Source: an optimization exercise on an open RTL-to-GDS flow (aim: small area, a short achievable clock period and few clock cycles). Production flows keep margins and buffers that such runs may drop. In this exercise RTL edits were held to simulation tests only and were not proved equivalent to the original. Power figures rest on the tool's default switching activity, not on a simulated workload.

==> design/flow/config.mk <==
export PLATFORM = sky130hd
export DESIGN_NAME = lcd_ctrl
export DESIGN_NICKNAME = lcd_ctrl
export VERILOG_FILES = /design/flow/design.v
export SDC_FILE = /design/flow/constraint.sdc
export NUM_CORES = 4
export LEC_CHECK = 0
export CAP_MARGIN = 20
export CORE_MARGIN = 2
export CORE_UTILIZATION = 40
export SLEW_MARGIN = 20
==> design/flow/constraint.sdc <==
create_clock -name core_clock -period 4.5 [get_ports {clk}]
set_input_delay 0.9000 -clock core_clock [delete_from_list [all_inputs] [get_ports {clk}]]
set_output_delay 0.9000 -clock core_clock [all_outputs]
set_load 0.01 [all_outputs]
==> design/flow/design.v <==
module lcd_ctrl(clk, reset, datain, cmd, cmd_valid, dataout, output_valid, busy);
input           clk;
input           reset;
input   [7:0]   datain;
input   [2:0]   cmd;
input           cmd_valid;
output reg [7:0]   dataout;
output reg         output_valid;
output reg         busy;
localparam REFLASH     = 3'd0;
localparam LOAD_DATA   = 3'd1;
localparam SHIFT_RIGHT = 3'd2;
localparam SHIFT_LEFT  = 3'd3;
localparam SHIFT_UP    = 3'd4;
localparam SHIFT_DOWN  = 3'd5;
reg [7:0] ring [0:35];
reg       loading;       
reg       mv_r;          
reg [2:0] cmd_r;         
reg [3:0] wq;            
reg [1:0] wm;            
reg [1:0] row, col;      
reg       active;        
reg [1:0] jr, jc;        
reg [3:0] rq;            
reg       pend;          
reg       lpend;         
wire [7:0] tap [0:11];
genvar t;
generate
    for (t = 0; t < 12; t = t + 1) begin : taps
        assign tap[t] = ring[3 * t];
    end
endgenerate
wire accept  = cmd_valid & ~busy;
wire is_load = accept & (cmd == LOAD_DATA);
function [3:0] qdec(input [3:0] q);
    qdec = (q == 4'd0) ? 4'd11 : q - 4'd1;
endfunction
function [3:0] qinc(input [3:0] q);
    qinc = (q == 4'd11) ? 4'd0 : q + 4'd1;
endfunction
wire [3:0] q_m2 = qdec(qdec(wq));
wire [3:0] q_p2 = qinc(qinc(wq));
reg  [3:0] nq;
reg  [1:0] nm;
always @(*) begin
    nq = (wm == 2'd0) ? qdec(wq) : wq;
    nm = (wm == 2'd0) ? 2'd2 : wm - 2'd1;
    if (mv_r) begin
        case (cmd_r)
            SHIFT_RIGHT: if (col != 2'd3) begin
                nq = wq;
                nm = wm;
            end
            SHIFT_LEFT : if (col != 2'd0) begin
                nq = (wm == 2'd2) ? wq : qdec(wq);
                nm = (wm == 2'd2) ? 2'd0 : wm + 2'd1;
            end
            SHIFT_UP   : if (row != 2'd0)
                nq = (wm == 2'd0) ? qdec(q_m2) : q_m2;
            SHIFT_DOWN : if (row != 2'd3)
                nq = (wm == 2'd0) ? qdec(q_p2) : q_p2;
            default    : ;
        endcase
    end
end
wire [3:0] wq_n = is_load ? 4'd4 : nq;    
wire [1:0] wm_n = is_load ? 2'd2 : nm;
wire last    = active & (jr == 2'd2) & (jc == 2'd2);
wire free    = ~active | last;
wire aligned = (nm == 2'd0);
wire ld_rdy  = lpend & (wq == 4'd9) & (wm == 2'd1);
wire ld_end  = (wq == 4'd5) & (wm == 2'd0);
wire start   = free & (ld_rdy | ((pend | mv_r) & aligned));
reg       active_n;
reg [1:0] jr_n, jc_n;
reg [3:0] rq_n;
always @(*) begin
    active_n = active;
    jr_n = jr;
    jc_n = jc;
    rq_n = rq;
    if (active) begin
        if (jc == 2'd2) begin
            jc_n = 2'd0;
            jr_n = jr + 2'd1;
            rq_n = qinc(rq);
        end else
            jc_n = jc + 2'd1;
        if (last)
            active_n = 1'b0;
    end
    if (start) begin
        active_n = 1'b1;
        jr_n = 2'd0;
        jc_n = 2'd0;
        rq_n = nq;
    end
end
function safe_f(input [1:0] r, input [1:0] c, input [3:0] q);
    reg [3:0] qq;
    reg [3:0] k;
    integer d;
    begin
        safe_f = 1'b1;
        qq = q;
        for (d = 0; d < 3; d = d + 1) begin
            if (r + d <= 2) begin
                k = 3 * d + 2 - c;
                if (k >= 1 && 3 * qq + k > 36) safe_f = 1'b0;
            end
            qq = qinc(qq);
        end
    end
endfunction
wire pend_n    = (pend | mv_r) & ~start;
wire lpend_n   = is_load | (lpend & ~ld_rdy);
wire loading_n = is_load | (loading & ~ld_end);
wire safe_start = ~((nq == 4'd8) | (nq == 4'd9) | (nq == 4'd10));
wire [1:0] jr_c = (jc == 2'd2) ? jr + 2'd1 : jr;
wire [1:0] jc_c = (jc == 2'd2) ? 2'd0 : jc + 2'd1;
wire [3:0] rq_c = (jc == 2'd2) ? qinc(rq) : rq;
wire safe_go = safe_f(jr_c, jc_c, rq_c);
wire busy_n    = accept | loading_n | pend_n | lpend_n |
                 (start ? ~safe_start : (active & ~last & ~safe_go));
always @(posedge clk or posedge reset) begin
    if (reset) begin
        active       <= 1'b0;
        pend         <= 1'b0;
        lpend        <= 1'b0;
        loading      <= 1'b0;
        mv_r         <= 1'b0;
        busy         <= 1'b0;
        output_valid <= 1'b0;
    end else begin
        active       <= active_n;
        pend         <= pend_n;
        lpend        <= lpend_n;
        loading      <= loading_n;
        mv_r         <= accept & (cmd != LOAD_DATA);
        busy         <= busy_n;
        output_valid <= active;
    end
end
always @(posedge clk) begin
    cmd_r <= cmd;
    jr    <= jr_n;
    jc    <= jc_n;
    rq    <= rq_n;
    wq    <= wq_n;
    wm    <= wm_n;
    dataout <= tap[rq];
    if (is_load) begin
        row <= 2'd2;
        col <= 2'd2;
    end else if (mv_r) begin
        case (cmd_r)
            SHIFT_RIGHT: if (col != 2'd3) col <= col + 2'd1;
            SHIFT_LEFT : if (col != 2'd0) col <= col - 2'd1;
            SHIFT_UP   : if (row != 2'd0) row <= row - 2'd1;
            SHIFT_DOWN : if (row != 2'd3) row <= row + 2'd1;
            default    : ;
        endcase
    end
end
integer i;
always @(posedge clk) begin
    for (i = 0; i < 35; i = i + 1)
        ring[i] <= ring[i + 1];
    ring[35] <= loading ? datain : ring[0];
end
endmodule
==> design/flow/run.sh <==
#!/bin/bash
# synth_recipe.tcl (not shown) runs the flow's synth.tcl, then flattens the netlist and writes it again
# the make line also repeats each setting of config.mk as NAME=value (left out here)
make -C /OpenROAD-flow-scripts/flow DESIGN_CONFIG=/design/flow/config.mk WORK_HOME=/design/flow/orfs CLKGATE_MAP_FILE= SYNTH_SCRIPT=/design/flow/synth_recipe.tcl finish
==> impl_metrics.yaml, run 1 <==
grt:
  grt_max_degree: 24
  grt.total_usage: 0.143
  grt_antenna_before_repair: 0
  grt_pass1_vias: 5703
  grt_overflow_total: 0
  grt_pass1_wl_mm: 30.3
clocking:
  cts_max_level: 1
  clkSinkCount: 324
  clk-insertion-delay-late_ps: 550
  clkSlewWorstSetupHoldPaths_ps: 70
  postCtsSetupBuffers: 0
  clk_root_buffer_cell: "clkbuf_16"
  ctsResizeCount: 0
  ctsHoldBuffers: 0
  cts_made_buffers: 30
  cts_tree: "done"
  clock_path_buffers: 3
critical_path:
  critPathKind: "flip-flop to flip-flop"
  cp.required_ps: 4920
  cp_common_cell: "ha_1"
  crit_path_max_fanout: 5
  crit_chain: "ha_2, nor2b_1, a211oi_1, a21o_1, ha_2, nand3b_1, o21ai_4, inv_1, ha_1, nand2b_1, mux2i_1, ha_1, ha_1, a21o_1, a21oi_2, xor2_1, a311oi_1, or4b_1, a21oi_2, o31ai_2"
  worstPathArrival_ps: 4710
  cpMaxStageDelayCell: "or4b_1"
  startpoint_type: "flip-flop"
  critPathCaptureType: "flip-flop"
  crit_family: "adder cells"
  critical-path-max-stage-delay_ps: 540
  critPathBufInv: 1
power_and_ir_drop:
  ir_drop_v: 0.000713
  swShare: 0.340
  pwr-share-clk: 0.238
  power_density_nw_per_um2: 927
  p_int_w: 0.00728
  seqPwrFrac: 0.386
  p_total_w: 0.0110
  netSwitchingPower_w: 0.00374
  comb_power_share: 0.376
  p_leak_nw: 4.88
run_status:
  status: "finished clean"
timing:
  hold_violations: 0
  max_slew_margin: 0.364
  tightest_slew_ps: 954
  period_needed_ps: 4290
  fmax_mhz: 233
  setup_viol: 0
  fin_setup_tns_ps: 0
  slew_violations: 0
  fin_ws_ps: 211
  fin_skew_ps: 19.6
  min_period_over_period: 0.953
  hold_slack_ps: 308
finish:
  final_core_util: 0.476
  n_fill_cell: 2289
  antenna_cells: 0
  synthToLayoutAreaGrowth_pct: 18.3
  nets: 938
  drive_gt1_frac: 0.128
  regArea_um2: 6560
  multi_input_area_um2: 3290
synth:
  synthCells: 826
  yosysMostFrequentCell: "dfxtp_1"
  yosysTopAreaCell: "dfxtp_1"
  yosys_register_bits: 324
  synthTopCellsByCount: "313 x dfxtp_1, 50 x nand2_1, 41 x ha_1"
  avgSynthCellArea_um2: 12.2
  yosysTopAreaCellShare: 0.623
  synth_edf_count: 4
  synth.area.top_cells: "dfxtp_1 62%, ha_1 5.1%, a22oi_1 2.0%"
  async_flop_share: 0.0216
  syn-cell-area_um2: 10100
  synth_warnings: 2
  synthDistinctLibCells: 75
  synth-seq-area-share: 0.652
  mappedNetlistNets: 891
  ys.flop_type: "dfxtp_1"
die:
  die_h_um: 163
  initial_utilization: 0.403
  io_pins: 24
  coreArea_um2: 25000
  die_w_um: 163
  rows: 58
  die_area_um2: 26400
route:
  drc: 0
  drt_pre_antenna_iters: 4
  drtIter0Drc: 339
  vias_per_cell: 4.83
  postRouteAntennaNets: 0
  dr_total_vias: 5923
  wl_per_cell_um: 15.1
  wl_mm: 18.5
run:
  drv_cap: 0
min_path:
  min_path_type: "flip-flop to flip-flop"
placed_design:
  port_buffers: 23
  hpwlAfterDp_mm: 12.0
  gp_congestion: 0.781
  pre_cts_ws_ps: 24.9
## per-layer routing
layer	GRT usage	vias to the layer above	wire [um]
li1	-	2985	-
met1	0.210	2816	9660
met2	0.215	95	7880
met3	0.0244	27	696
met4	0.0426	0	297
met5	0	-	0
## flip-flops by register name, indices dropped and copies added (netlist names)
| name | flops |
|---|---|
| ring | 288 |
| output_valid | 1 |
| lpend | 1 |
| jr | 2 |
| jc | 2 |
| mv_r | 1 |
| active | 1 |
| rq | 4 |
| loading | 1 |
| wm | 2 |
| col | 2 |
| dataout | 8 |
| busy | 1 |
| wq | 4 |
| cmd_r | 3 |
| pend | 1 |
| row | 2 |
## area by class of cell
type / instances / share of cell area
clock buffer: 40 / 0.0740
clock inverter: 16 / 0.0170
inverter: 33 / 0.0104
multi-input combinational: 435 / 0.276
sequential: 324 / 0.552
tap: 330 / 0.0347
timing repair buffer: 49 / 0.0358
## worst paths after layout
path	startpoint	to	slack, ps	cells past startpoint
setup / recovery	rq[0]$_DFFE_PP_	busy$_DFF_PP0_	210	20
hold / removal	ring[13][7]$_DFF_P_	ring[12][7]$_DFF_P_	310	0
setup reg to reg	rq[0]$_DFFE_PP_	busy$_DFF_PP0_	210	20
hold reg to reg	ring[13][7]$_DFF_P_	ring[12][7]$_DFF_P_	310	0
max in group asynchronous	reset	mv_r$_DFF_PP0_	3710	2
min in group asynchronous	reset	output_valid$_DFF_PP0_	580	2
## cells in the final DEF (no fill, tap or decap), drive strengths merged, types with 17 or more instances in the layout
cell,instances
dfxtp,313
nand2,50
ha,41
clkbuf,40
a21oi,36
nor2,34
inv,33
o21ai,31
a22oi,27
buf,26
clkdlybuf4s50,23
nand2b,17
## cells by family after synthesis
group                      after synthesis  synth area share
buffers and inverters                   67            0.0275
and+or+nand+nor                        174            0.0923
xor gates and xnor gates                15            0.0131
muxes                                   18            0.0204
DFF                                    324             0.652
adders and majority gates               51            0.0709
AOI/OAI and AO/OA                      177             0.123
## metrics by stage
step,instances,instance area (um^2)
6_report,1227,11900
4_1_cts,1227,11900
5_1_grt,1227,11900
3_3_place_gp,1171,10800
2_1_floorplan,826,10100
3_5_place_dp,1171,10800
## power by group through the flow
stage                     combinational, W  sequential (W)  clock (W)
after global routing               0.00470         0.00436    0.00281
after CTS                          0.00402         0.00426    0.00268
after detailed placement           0.00401         0.00430          0
after floorplan                    0.00296         0.00413          0
final                              0.00414         0.00425    0.00263
after global placement             0.00394         0.00429          0
Testbench counts, summed over its fixed seeds: cycles 148,278.
==> run 2: changes to the inputs <==
--- a/design/flow/design.v
+++ b/design/flow/design.v
@@ -100,18 +100,7 @@
 end
 function safe_f(input [1:0] r, input [1:0] c, input [3:0] q);
-    reg [3:0] qq;
-    reg [3:0] k;
-    integer d;
-    begin
-        safe_f = 1'b1;
-        qq = q;
-        for (d = 0; d < 3; d = d + 1) begin
-            if (r + d <= 2) begin
-                k = 3 * d + 2 - c;
-                if (k >= 1 && 3 * qq + k > 36) safe_f = 1'b0;
-            end
-            qq = qinc(qq);
-        end
-    end
+    safe_f = ~(((r != 2'd2) & (c != 2'd2) & (q == 4'd10)) |
+               ((r == 2'd0) & (c != 2'd2) & (q == 4'd8)) |
+               ((r == 2'd0) & (q == 4'd9)));
 endfunction
 wire pend_n    = (pend | mv_r) & ~start;
==> run 2 against run 1 <==
  * Critical path depth down 12
  * Flip-flop and latch count unchanged
  * Synthesized cell count down 15%
  * Worst setup slack better by 1300 ps
  * Synthesized area down 10%
  * Non-clock buffer count down 25
  * Highest routed layer unchanged
  * Design area down 12%
  * Total power down 23%
==> impl_metrics.yaml, run 2 <==
route:
  drt_pre_antenna_iters: 7
  wl_mm: 16.8
  drtIter0Drc: 444
  postRouteAntennaNets: 0
  vias_per_cell: 4.93
  wl_per_cell_um: 16.2
  drc: 0
  dr_total_vias: 5090
synth:
  async_flop_share: 0.0216
  synthTopCellsByCount: "313 x dfxtp_1, 40 x nor2_1, 35 x nand2_1"
  yosysTopAreaCell: "dfxtp_1"
  syn-cell-area_um2: 9030
  yosysMostFrequentCell: "dfxtp_1"
  synth.area.top_cells: "dfxtp_1 69%, ha_1 2.4%, dfrtp_1 1.9%"
  ys.flop_type: "dfxtp_1"
  mappedNetlistNets: 734
  synth_warnings: 2
  avgSynthCellArea_um2: 12.9
  synth-seq-area-share: 0.726
  yosys_register_bits: 324
  synth_edf_count: 4
  yosysTopAreaCellShare: 0.694
  synthCells: 703
  synthDistinctLibCells: 73
power_and_ir_drop:
  p_total_w: 0.00846
  power_density_nw_per_um2: 807
  ir_drop_v: 0.000402
  p_leak_nw: 4.20
grt:
  grt.total_usage: 0.143
  grt_overflow_total: 0
  grt_pass1_wl_mm: 27.5
  grt_pass1_vias: 5109
  grt_max_degree: 26
  grt_antenna_before_repair: 0
timing:
  fin_skew_ps: 8.91
  rsz0062_at_grt: "false"
  fmax_mhz: 338
  min_period_over_period: 0.657
  period_needed_ps: 2960
  max_slew_margin: 0.384
  slew_violations: 0
  hold_violations: 0
  tightest_slew_ps: 923
  fin_setup_tns_ps: 0
  setup_viol: 0
clocking:
  cts_max_level: 1
  clock_path_buffers: 3
  clkSlewWorstSetupHoldPaths_ps: 70
  cts_made_buffers: 29
  clkSinkCount: 324
  ctsResizeCount: 0
  cts_tree: "done"
  clk-insertion-delay-late_ps: 530
  postCtsSetupBuffers: 0
  clk_root_buffer_cell: "clkbuf_16"
  ctsHoldBuffers: 0
finish:
  nets: 762
  most-common-layout-cells: "313 x dfxtp_1, 40 x nor2_1, 35 x nand2_1, 29 x clkbuf_16, 26 x o21ai_0"
  drive_gt1_frac: 0.0969
  final_common_cell: "dfxtp_1"
  top_regs: "ring: 288 flops, dataout: 8 flops"
  n_fill_cell: 1940
  synthToLayoutAreaGrowth_pct: 16.0
  antenna_cells: 0
  largest_reg_flops: 288
  largest-register: "ring"
critical_path:
  critPathKind: "flip-flop to flip-flop"
  r2r_end: "rq[3]$_DFFE_PP_"
  startpoint_type: "flip-flop"
  crit_path_max_fanout: 20
  worstPathArrival_ps: 3230
  timing.rr.start: "wq[0]$_SDFF_PP0_"
  reg2reg_slack_ps: 1540
  critPathCaptureType: "flip-flop"
  cp.required_ps: 4780
  r2r_cells: 8
placed_design:
  gp_congestion: 0.828
  hpwlAfterDp_mm: 10.4
  port_buffers: 23
run_status:
  status: "finished clean"
min_path:
  hold_path_end: "ring[22][1]$_DFF_P_"
  hold_depth: 0
  hold_start: "ring[23][1]$_DFF_P_"
  min_path_type: "flip-flop to flip-flop"
die:
  die_h_um: 154
  coreArea_um2: 22000
  die_w_um: 154
  rows: 54
  io_pins: 24
  initial_utilization: 0.410
  die_area_um2: 23800
run:
  drv_cap: 0
==> run 2: changes by cell type after synthesis, sizes merged, moves of 12 or more <==
cell,change
nand2,-15
ha,-24
inv,-12
a222oi,+12
a22oi,-13
a21oi,-14
==> run 2: worst max path at each step <==
| stage | cells past startpoint | from | slack (ps) | to |
|---|---|---|---|---|
| 2_1_floorplan | 11 | wq[0]$_SDFF_PP0_ | 2020 | rq[3]$_DFFE_PP_ |
| 3_3_place_gp | 8 | wq[0]$_SDFF_PP0_ | 1740 | rq[3]$_DFFE_PP_ |
| 3_5_place_dp | 8 | wq[0]$_SDFF_PP0_ | 1570 | rq[3]$_DFFE_PP_ |
| 4_1_cts | 8 | wq[0]$_SDFF_PP0_ | 1560 | rq[3]$_DFFE_PP_ |
| 5_1_grt | 9 | wq[0]$_SDFF_PP0_ | 1350 | rq[3]$_DFFE_PP_ |
| 6_report | 8 | wq[0]$_SDFF_PP0_ | 1540 | rq[3]$_DFFE_PP_ |
==> run 2: worst max-delay path, stage by stage (launching register included) <==
cell	delay (ps)
dfxtp_1	750
inv_1	190
ha_1	280
o311ai_0	590
o31a_1	300
o21a_1	140
a21oi_1	80
nor3_2	270
mux2i_1	100
==> run 2: through the flow <==
stage / std cells / instance area (um^2) / setup WS, ps / utilization / hold WS [ps]
6_report: 1033 / 10500 / 1540 / 0.476 / 325
2_1_floorplan: 703 / 9030 / 2020 / - / 310
3_3_place_gp: 980 / 9500 / 1740 / 0.431 / 311
4_1_cts: 1033 / 10500 / 1560 / 0.476 / 325
5_1_grt: 1033 / 10500 / 1350 / 0.476 / 330
3_5_place_dp: 980 / 9500 / 1570 / 0.431 / 312
==> run 2: cell type report <==
type / instances / area, um^2 / share of cell area
clock buffers: 40 / 827 / 0.0789
clock inverters: 13 / 153 / 0.0146
inverters: 21 / 78.8 / 0.00752
multi-input cells: 331 / 2280 / 0.217
flip-flops and latches: 324 / 6560 / 0.626
well taps: 280 / 350 / 0.0334
repair buffers: 24 / 238 / 0.0227
==> run 2: power breakdown <==
part	internal (W)	switching, W
combinational	0.000691	0.00102
sequential	0.00382	0.000460
clock	0.00146	0.00101
==> run 2: cells by family after synthesis <==
| family | share of synthesized area |
|---|---|
| and+or+nand+nor | 0.0913 |
| buffers and inverters | 0.0224 |
| AOI/OAI and AO/OA | 0.118 |
| DFF | 0.726 |
| muxes | 0.0155 |
| xor gates and xnor gates | 0.00291 |
| adders and majority gates | 0.0235 |
==> run 2: routing by layer <==
layer,GRT usage,wire (um)
met5,0,0
met1,0.207,8400
met3,0.0255,661
met2,0.219,7390
met4,0.0419,320
Testbench counts of run 2, summed over its fixed seeds: cycles 148,278.
==> run 3: changes to the inputs <==
--- a/design/flow/config.mk
+++ b/design/flow/config.mk
@@ -8,4 +8,5 @@
 export CAP_MARGIN = 20
 export CORE_MARGIN = 2
-export CORE_UTILIZATION = 40
+export CORE_UTILIZATION = 60
+export CTS_BUF_LIST = sky130_fd_sc_hd__clkbuf_4 sky130_fd_sc_hd__clkbuf_8
 export SLEW_MARGIN = 20
==> run 3 against run 2 <==
  * Still clean on timing, DRC and antenna
  * Routed wire length barely moved
  * Design area shrank 1.2%
  * Core utilization rose by 23 points
  * First-iteration DRC count grew 6.3%
  * Clock power is 5% lower
  * Synthesized area stayed put
  * Sequential power is essentially flat
  * Sequential share of layout area grew 0.76 points
  * Combinational power hardly changed
  * Die area down 33%
  * Clock skew is 9.8 ps higher
  * Final cell count fell by 6.9%
  * Critical path type unchanged
  * Critical endpoint unchanged
  * Largest power group unchanged
==> impl_metrics.yaml, run 3 <==
die:
  die_w_um: 127
  die_h_um: 127
  coreArea_um2: 14600
  die_area_um2: 16100
  io_pins: 24
  rows: 44
  initial_utilization: 0.617
clocking:
  clkSlewWorstSetupHoldPaths_ps: 60
  cts_tree: "done"
  ctsHoldBuffers: 0
  cts_made_buffers: 46
  postCtsSetupBuffers: 0
  clkSinkCount: 324
  cts_max_level: 2
  clock_path_buffers: 3
  ctsResizeCount: 0
  clk_root_buffer_cell: "clkbuf_8"
  clk-insertion-delay-late_ps: 540
finish:
  synthToLayoutAreaGrowth_pct: 14.7
  largest-register: "ring"
  drive_gt1_frac: 0.130
  fin_area_um2: 10400
  largest_reg_flops: 288
  nets: 781
  antenna_cells: 0
  most-common-layout-cells: "313 x dfxtp_1, 56 x clkbuf_8, 40 x nor2_1, 35 x nand2_1, 26 x o21ai_0"
  top_regs: "ring: 288 flops, dataout: 8 flops"
  final_common_cell: "dfxtp_1"
critical_path:
  cpMaxStageDelayCell: "dfxtp_1"
  critical-path-max-stage-delay_ps: 710
  startpoint_type: "flip-flop"
  critPathCaptureType: "flip-flop"
  crit_path_max_fanout: 20
  critPathBufInv: 1
  cp.required_ps: 4780
  worstPathArrival_ps: 3200
  crit_chain: "inv_1, ha_1, o311ai_0, o31a_1, o21a_1, a21oi_1, nor3_2, mux2i_1"
  critPathKind: "flip-flop to flip-flop"
  crit_family: "compound AO/OA/AOI/OAI gates"
grt:
  grt_pass1_wl_mm: 27.6
  grt_max_degree: 25
  grt_pass1_vias: 5454
  grt_antenna_before_repair: 0
  grt.total_usage: 0.218
  grt_overflow_total: 0
synth:
  synth-seq-area-share: 0.726
  yosysTopAreaCell: "dfxtp_1"
  avgSynthCellArea_um2: 12.9
  synthDistinctLibCells: 73
  synthCells: 703
  syn-cell-area_um2: 9030
  ys.flop_type: "dfxtp_1"
  synth_edf_count: 4
  yosys_register_bits: 324
  synth_warnings: 2
  yosysTopAreaCellShare: 0.694
  synthTopCellsByCount: "313 x dfxtp_1, 40 x nor2_1, 35 x nand2_1"
  yosysMostFrequentCell: "dfxtp_1"
  mappedNetlistNets: 734
  async_flop_share: 0.0216
  synth.area.top_cells: "dfxtp_1 69%, ha_1 2.4%, dfrtp_1 1.9%"
run_status:
  status: "finished clean"
timing:
  tightest_slew_ps: 1030
  setup_viol: 0
  hold_violations: 0
  min_period_over_period: 0.647
  fmax_mhz: 343
  rsz0062_at_grt: "false"
  fin_skew_ps: 18.7
  fin_setup_tns_ps: 0
  max_slew_margin: 0.311
  slew_violations: 0
  period_needed_ps: 2910
route:
  wl_mm: 16.8
  vias_per_cell: 5.47
  drc: 0
  dr_total_vias: 5259
  drt_pre_antenna_iters: 6
  wl_per_cell_um: 17.4
  postRouteAntennaNets: 0
  drtIter0Drc: 472
placed_design:
  hpwlAfterDp_mm: 10.4
  port_buffers: 23
  gp_congestion: 0.897
  postPlaceCellArea_um2: 9390
power_and_ir_drop:
  p_total_w: 0.00834
  p_leak_nw: 4.23
  swShare: 0.299
  p_int_w: 0.00585
  power_density_nw_per_um2: 805
  ir_drop_v: 0.000472
  netSwitchingPower_w: 0.00249
  comb_power_share: 0.206
  pwr-share-clk: 0.281
  seqPwrFrac: 0.513
min_path:
  min_path_type: "flip-flop to flip-flop"
run:
  drv_cap: 0
==> run 3: cell types whose count changed in the layout (fill, tap and decap cells not counted), moves of 5 or more <==
cell	delta
clkbuf_1	-5
clkbuf_16	-29
clkbuf_4	+11
clkbuf_8	+50
==> run 3: cell families (layout without fill, tap and decap cells) <==
family | after synthesis | in the layout | synth area share
xor+xnor | 3 | 3 | 0.00291
fa+ha+maj | 17 | 17 | 0.0235
flops | 324 | 324 | 0.726
mux | 13 | 13 | 0.0155
compound gates | 142 | 142 | 0.118
buf+inv | 48 | 123 | 0.0224
simple gates | 156 | 156 | 0.0913
==> run 3: routing by layer <==
metal	up-vias	track usage	wire, um
met4	0	0.0711	264
li1	2583	-	-
met1	2525	0.301	7890
met5	-	0	0
met3	22	0.0422	795
met2	129	0.350	7830
==> run 3: path summary, 6_finish.rpt <==
kind / to / startpoint / slack [ps] / cells after the start
worst min register to register: ring[22][3]$_DFF_P_ / ring[23][3]$_DFF_P_ / 320 / 0
worst min-delay path: ring[22][3]$_DFF_P_ / ring[23][3]$_DFF_P_ / 320 / 0
max in group asynchronous: active$_DFF_PP0_ / reset / 3680 / 2
worst max-delay path: rq[3]$_DFFE_PP_ / wq[0]$_SDFF_PP0_ / 1590 / 8
worst max register to register: rq[3]$_DFFE_PP_ / wq[0]$_SDFF_PP0_ / 1590 / 8
min in group asynchronous: pend$_DFF_PP0_ / reset / 590 / 2
==> run 3: final cells by class <==
cell class                 instances  area [um^2]
timing repair buffer              26          253
clock buffer                      67          853
tap                              184          230
sequential                       324         6560
clock inverter                     9          111
multi-input combinational        331         2270
fill                            1020         4290
inverter                          21         78.8
==> run 3: power groups by stage <==
stage	Combinational [W]	Clock [W]	Sequential, W
CTS	0.00173	0.00239	0.00428
global placement	0.00169	0	0.00429
finish	0.00172	0.00234	0.00428
floorplan	0.00127	0	0.00411
global route	0.00191	0.00252	0.00438
detailed placement	0.00171	0	0.00432
==> run 3: per-stage QoR <==
| step | hold slack, ps | utilization | std cells | setup slack (ps) |
|---|---|---|---|---|
| 6_report | 317 | 0.707 | 962 | 1590 |
| 5_1_grt | 305 | 0.707 | 962 | 1370 |
| 4_1_cts | 314 | 0.707 | 962 | 1620 |
| 3_3_place_gp | 311 | 0.641 | 886 | 1740 |
| 3_5_place_dp | 312 | 0.641 | 886 | 1670 |
| 2_1_floorplan | 310 | - | 703 | 2020 |
==> run 4: changes to the inputs <==
--- a/design/flow/config.mk
+++ b/design/flow/config.mk
@@ -6,7 +6,10 @@
 export NUM_CORES = 4
 export LEC_CHECK = 0
+export ABC_CLOCK_PERIOD_IN_PS = 2000
 export CAP_MARGIN = 20
 export CORE_MARGIN = 2
 export CORE_UTILIZATION = 60
-export CTS_BUF_LIST = sky130_fd_sc_hd__clkbuf_4 sky130_fd_sc_hd__clkbuf_8
+export CTS_CLUSTER_DIAMETER = 100
+export CTS_CLUSTER_SIZE = 30
+export SETUP_SLACK_MARGIN = 2.5
 export SLEW_MARGIN = 20
==> run 4 against run 3 <==
  * Worst setup slack better by 690 ps
  * Clock power down 38%
  * Still clean
  * Critical endpoint unchanged
  * Synthesized cell count unchanged
  * Hold slack better by 13 ps
  * Design area up 1.3%
  * Register-to-register slack better by 690 ps
  * Final cell count down 2.1%
  * Maximum frequency up 31%
  * Combinational power up 44%
  * Sequential power about the same
==> impl_metrics.yaml, run 4 <==
run_status:
  status: "finished clean"
grt:
  grt_overflow_total: 0
  grt.total_usage: 0.217
  grt_antenna_before_repair: 0
  grt_pass1_wl_mm: 27.9
  grt_pass1_vias: 5344
  grt_max_degree: 32
synth:
  ys.flop_type: "dfxtp_1"
  synth.area.top_cells: "dfxtp_1 69%, ha_1 2.4%, dfrtp_1 1.9%"
  synth-seq-area-share: 0.726
  mappedNetlistNets: 734
  yosys_register_bits: 324
  synthCells: 703
  avgSynthCellArea_um2: 12.9
  synth_edf_count: 4
  yosysTopAreaCellShare: 0.694
  syn-cell-area_um2: 9030
  synth_warnings: 2
  yosysMostFrequentCell: "dfxtp_1"
  yosysTopAreaCell: "dfxtp_1"
  synthDistinctLibCells: 73
  synthTopCellsByCount: "313 x dfxtp_1, 40 x nor2_1, 35 x nand2_1"
  async_flop_share: 0.0216
critical_path:
  reg2reg_slack_ps: 2280
  worstPathArrival_ps: 2460
  startpoint_type: "flip-flop"
  cp.required_ps: 4740
  crit_chain: "clkinvlp_4, ha_2, xor2_1, o31a_1, o31ai_1, a21oi_1, nor3_2, mux2i_1"
  r2r_cells: 8
  crit_path_start: "wq[1]$_SDFF_PP0_"
  crit_path_max_fanout: 9
  critPathKind: "flip-flop to flip-flop"
  critical-path-max-stage-delay_ps: 400
  cp-endpoint: "rq[3]$_DFFE_PP_"
  timing.rr.start: "wq[1]$_SDFF_PP0_"
  critPathCaptureType: "flip-flop"
  r2r_end: "rq[3]$_DFFE_PP_"
  cpMaxStageDelayCell: "dfxtp_4"
finish:
  largest_reg_flops: 288
  drive_gt1_frac: 0.202
  nets: 787
  final_common_cell: "dfxtp_1"
  antenna_cells: 0
  top_regs: "ring: 288 flops, dataout: 8 flops"
  largest-register: "ring"
  most-common-layout-cells: "302 x dfxtp_1, 39 x nor2_1, 35 x nand2_1, 33 x buf_4, 20 x o21ai_0"
  synthToLayoutAreaGrowth_pct: 16.1
timing:
  hold_slack_ps: 330
  slew_violations: 0
  max_slew_margin: 0.529
  setup_viol: 0
  hold_violations: 0
  min_period_over_period: 0.494
  fin_skew_ps: 16.3
  rsz0062_at_grt: "true"
  period_needed_ps: 2220
  fmax_mhz: 450
  fin_setup_tns_ps: 0
  tightest_slew_ps: 707
clocking:
  clk-insertion-delay-late_ps: 490
  cts_max_level: 1
  clk_root_buffer_cell: "clkbuf_16"
  clock_path_buffers: 3
  clkSinkCount: 324
  clkSlewWorstSetupHoldPaths_ps: 110
  ctsHoldBuffers: 0
  cts_made_buffers: 14
  cts_tree: "done"
route:
  drc: 0
  drt_pre_antenna_iters: 6
  vias_per_cell: 5.80
  wl_mm: 17.7
  postRouteAntennaNets: 0
  dr_total_vias: 5464
  wl_per_cell_um: 18.8
  drtIter0Drc: 510
die:
  coreArea_um2: 14600
  die_area_um2: 16100
  rows: 44
  die_h_um: 127
  die_w_um: 127
  io_pins: 24
  initial_utilization: 0.617
run:
  drv_cap: 0
placed_design:
  gp_congestion: 0.891
  port_buffers: 23
  hpwlAfterDp_mm: 10.6
min_path:
  hold_depth: 0
  min_path_type: "flip-flop to flip-flop"
power_and_ir_drop:
  power_density_nw_per_um2: 779
  p_leak_nw: 4.17
  ir_drop_v: 0.000511
## run 4: cell count changes in the layout (fill, tap and decap cells not counted), moves of 6 or more
cell and change:
buf_6 +6, buf_4 +30, o21ai_0 -6, clkdlybuf4s50_1 -10, dfxtp_4 +6, inv_1 -7
clkbuf_16 +16, ha_1 -11, ha_4 +7, dfxtp_1 -11, clkbuf_4 -11, clkbuf_8 -55
## run 4: cells by family after synthesis
group	share of synthesized area
AND/OR/NAND/NOR	0.0913
adder cells (fa/ha/maj)	0.0235
multiplexers	0.0155
AO/OA/AOI/OAI	0.118
buffers and inverters	0.0224
flip-flops	0.726
XOR/XNOR	0.00291
## run 4: worst min path at each step
| stage | slack [ps] | startpoint | endpoint |
|---|---|---|---|
| after floorplan | 310 | ring[1][0]$_DFF_P_ | ring[0][0]$_DFF_P_ |
| after global placement | 310 | ring[1][5]$_DFF_P_ | ring[0][5]$_DFF_P_ |
| after detailed placement | 310 | ring[1][7]$_DFF_P_ | ring[0][7]$_DFF_P_ |
| after CTS | 330 | ring[7][5]$_DFF_P_ | ring[6][5]$_DFF_P_ |
| after global routing | 330 | ring[1][5]$_DFF_P_ | ring[0][5]$_DFF_P_ |
| final | 330 | ring[4][6]$_DFF_P_ | ring[3][6]$_DFF_P_ |
## run 4: through the flow
step | utilization | power [W] | instances | cell area (um^2) | setup WS, ps
global route | 0.717 | 0.00859 | 942 | 10500 | 2160
finish | 0.717 | 0.00817 | 942 | 10500 | 2280
detailed placement | 0.643 | 0.00608 | 883 | 9420 | 1790
global placement | 0.643 | 0.00599 | 883 | 9420 | 1880
floorplan | - | 0.00546 | 703 | 9100 | 2370
CTS | 0.701 | 0.00787 | 930 | 10300 | 2290
## run 4: final cells by class
cell class	count	area [um^2]
clock buffer	18	418
fill	1027	4150
inverter	21	92.6
multi-input combinational	331	2610
sequential	324	6590
tap	184	230
timing repair buffer	64	548
## run 4: timing repair
item                                    4_1_cts  5_1_grt
pin swaps                                    18       12
endpoints found under the setup margin       34       26
gates resized for setup                      82       34
setup buffers                                29       12
## run 4: metal layers
metal  up-vias  wire length [um]  track usage
met1      2671              8100        0.311
met4         0               410       0.0465
met5         -                 0            0
met3        37              1030       0.0287
li1       2561                 -            -
met2       195              8170        0.357
## run 4: where the power goes
part	internal, W	total, W	switching, W
registers	0.00382	0.00425	0.000432
clock network	0.000659	0.00145	0.000789
logic	0.00112	0.00247	0.00135
## run 4: worst max-delay path, delay by kind of cell (launching register included)
| family | cells | cell delay [ps] |
|---|---|---|
| compound gates | 3 | 660 |
| fa+ha+maj | 1 | 280 |
| simple gates | 1 | 190 |
| mux | 1 | 110 |
| flops | 1 | 400 |
| xor+xnor | 1 | 170 |
| buf+inv | 1 | 170 |

-- what the ideal ports hide --
In the flow no input, the clock included, has a driving cell. The finished layouts below were timed again as built, in two steps. Step 1 assumes that a clkbuf_16 drives the clock port and a buf_2 every other input. Step 2 moves the port delays by t, midway between the first and last clock arrival at a register: inputs arrive t later, outputs are due t later. That takes back most of the time a late clock gives input paths. a / b / c = ideal / step 1 / step 2; a / b = the first two.
run | t, ns | setup slack, ns | hold WS [ns] | pins driven straight from the clock port
run 1 | 0.589 | 0.211 / 0.211 / 0.211 | 0.308 / 0.308 / 0.308 | 1
run 2 | 0.576 | 1.543 / 1.543 / 1.543 | 0.325 / 0.325 / 0.325 | 1
run 3 | 0.571 | 1.587 / 1.587 / 1.587 | 0.317 / 0.317 / 0.317 | 1
run 4 | 0.522 | 2.278 / 2.278 / 2.172 | 0.330 / 0.330 / 0.330 | 1
After both steps every run listed still meets setup and hold. For run 4, which loses most, drivers alone change the setup slack by 0.000 ns; drivers and shift together by -0.106 ns.
